This design comes from an exercise in tuning for small area on the open sky130 flow, not from production work.
Only simulation tests tie the RTL to the original design; equivalence was not proved.

## sierra
## linkctrler
module linkctrler(
clk_6M, rstz, p_1us, s_tslot_p,
conns_rx1stslot,
m_inquiry_uncerWindow,
mask_corre_win,
occpuy_slots,
sendoldpy,
rxextendslot,
py_endp,
ms_RXslot_endp,
ms_acltxcmd_p,
rxisfhs, dec_hecgood, dec_crcgood,
s_half_tslot_p,
regi_LMPcmdfg,
regi_pagetruncated,
regi_InquiryEnable_oneshot,  regi_PageEnable_oneshot, 
regi_ConnHold_oneshot, regi_ConnSniff_oneshot, regi_ConnPark_oneshot,
Master_TX_tslot_endp, Master_RX_tslot_endp, m_tslot_p, m_half_tslot_p, ms_tslot_p,
CLKE, CLK, CLKN,
Slave_TX_tslot_endp, Slave_RX_tslot_endp,
m_page_uncerWindow, m_conns_uncerWindow, s_conns_uncerWindow, spr_correWin,
regi_extendedInquiryResponse,
Inquiry_Complete_status,
regi_Tpsinterval, regi_Tpswindow,
regi_Tisinterval, regi_Tiswindow,
regi_correthreshold,
regi_psinterlace, regi_isinterlace,
regi_syncword_DAC,
regi_syncword_GIAC, regi_syncword_CAC,
regi_inquiryDIAC, regi_syncword_DIAC,
sync_in,
regi_Npage,
regi_slave_SRmode,
regi_Tsco,
regi_scolink_num,
regi_Page_Timeout,
regi_isMaxRand,
regi_PageScanEnable_oneshot, regi_PageScanCancel_oneshot, 
regi_InquiryScanEnable_oneshot, regi_InquiryScanCancel_oneshot,
rxispoll, lt_addressed,
regi_Ninquiry,
regi_Inquiry_Length, regi_Extended_Inquiry_Length,
dec_iscanEIR,
regi_isMaster,
txextendslot,
regi_txcmd_p,
ps, gips, is, giis, page, inquiry, mpr, spr, ir, conns,
ps_corre_sync_p, conns_corre_sync_p,
pageAB_2Npage_count,
counter_isFHS,
Atrain,
ps_N_incr_p,
prs_clock_frozen, prm_clock_frozen,
tx_packet_st_p,
psrxfhs, inquiryrxfhs,
rx_trailer_st_p,
pagetxfhs, istxfhs, connsnewmaster, connsnewslave,
pk_encode,
pssyncCLK_p,
conns_tx1stslot,
pk_encode_1stslot,
ms_txcmd_p,
rxCAC, prerx_trans,
LMP_c_slot,
pstxid,
psrxfhs_succ_p,
PageScanWindow_endp,
InquiryScanWindow_endp,
correWindow,
corre_nottrg_p,
counter_clkN1, counter_clkE1,
psackfhs, pagetmp, pagerxackfhs,
corre_threshold,
scancase,
fk_page,
ps_pagerespTO,
regi_txdatready,
m_2active_p, s_2active_p,
m_fail2active_p, s_fail2active_p,
connsactive,
regi_lc_cs,
corre_trgp,
istxextFHS,
extFHS_correwin
);
Settings: LEC_CHECK=0, CAP_MARGIN=20, CORE_MARGIN=2, CORE_UTILIZATION=40, PLACE_DENSITY=0.6, SLEW_MARGIN=20; clock period 25.0 ns.
standard.sh (not shown) runs the stock make flow with config.mk's settings and CLKGATE_MAP_FILE= SYNTH_SCRIPT=/design/flow/synth_recipe.tcl, a recipe that flattens the netlist after the stock synthesis.
==> flow/flow/run.sh <==
#!/bin/bash
# Standard ORFS layout, but the port buffers use the smallest buffer cell.
set -euo pipefail
export BUFFER_PORTS_ARGS="-buffer_cell sky130_fd_sc_hd__buf_1"
bash standard.sh > standard_make.log 2>&1
No stage failed in sierra, and the final checks on the layout all came back clean.
Modified inputs, indigo compared to sierra
-- flow/config.mk --
<<< sierra, line 8
export CAP_MARGIN = 20
export CORE_MARGIN = 2
export CORE_UTILIZATION = 40
export PLACE_DENSITY = 0.6
export SLEW_MARGIN = 20
>>> indigo, line 8
export CAP_MARGIN = 20
export CORE_MARGIN = 2
export CORE_UTILIZATION = 70
export PLACE_DENSITY = 0.8
export SLEW_MARGIN = 20
Notes after the runs:
indigo is listed as incomplete: the tool reported an error in 3_2_place_iop and the run ended there. Reported for sierra and indigo, compound-cell area share of the yosys netlist turned out identical to the last digit. The synthesized cell count on indigo is in line with that on sierra. Height of the die was higher in the run labelled sierra.
diff inputs: indigo => harbor
-- flow/config.mk --
<<< indigo, line 7
export LEC_CHECK = 0
export CAP_MARGIN = 20
export CORE_MARGIN = 2
export CORE_UTILIZATION = 70
export PLACE_DENSITY = 0.8
export SLEW_MARGIN = 20
>>> harbor, line 7
export LEC_CHECK = 0
export CAP_MARGIN = 20
export CORE_ASPECT_RATIO = 0.3
export CORE_MARGIN = 2
export CORE_UTILIZATION = 60
export PLACE_DENSITY = 0.75
export SLEW_MARGIN = 20
Notes after the runs:
- harbor | stages: all done | timing, DRC, antenna: all pass
- indigo terminated abnormally: 3_2_place_iop reported PPL-0024.
- Between indigo and harbor, the synthesized area does not differ in any meaningful way.
- Per the comparison of harbor with indigo, number of enable-type register cells in the synthesized netlist shows no meaningful change, die height fell 70 um, number of placement rows now smaller, share of cell area taken by muxes after synthesis shows no meaningful change, adder-cell area share of the yosys netlist comparable.
- Going from indigo to harbor, die span in x went up 95%, share of async-settable or async-resettable flops after synthesis shows no meaningful change, synthesized cell count about even.
- The higher effective utilization at floorplan of harbor and indigo is in indigo.
- Reported for harbor and indigo, post-synthesis compound-gate area fraction turned out identical to the last digit.

==> static timing again, ports no longer ideal <==
In the flow no input, the clock included, has a driving cell. The finished layouts below were timed again as built, in two steps. Step 1 assumes that a clkbuf_16 drives the clock port and a buf_2 every other input. Step 2 adds t to the input delays and takes it off the output delays; t is the mean of the earliest and latest rising clock arrival at the registers after step 1. Input paths then give back, and output paths get back, about the clock's delay inside the block. Slacks: no drivers / after step 1 / after step 2; pairs: no drivers / after step 1.
run | shift t [ns] | setup WS [ns] | hold WS [ns]
sierra | 0.498 | 3.582 / 3.554 / 3.554 | 0.477 / 0.477 / 0.477
harbor | 0.566 | 3.341 / 3.313 / 3.313 | 0.475 / 0.475 / 0.475
After both steps every run listed still meets setup and hold.
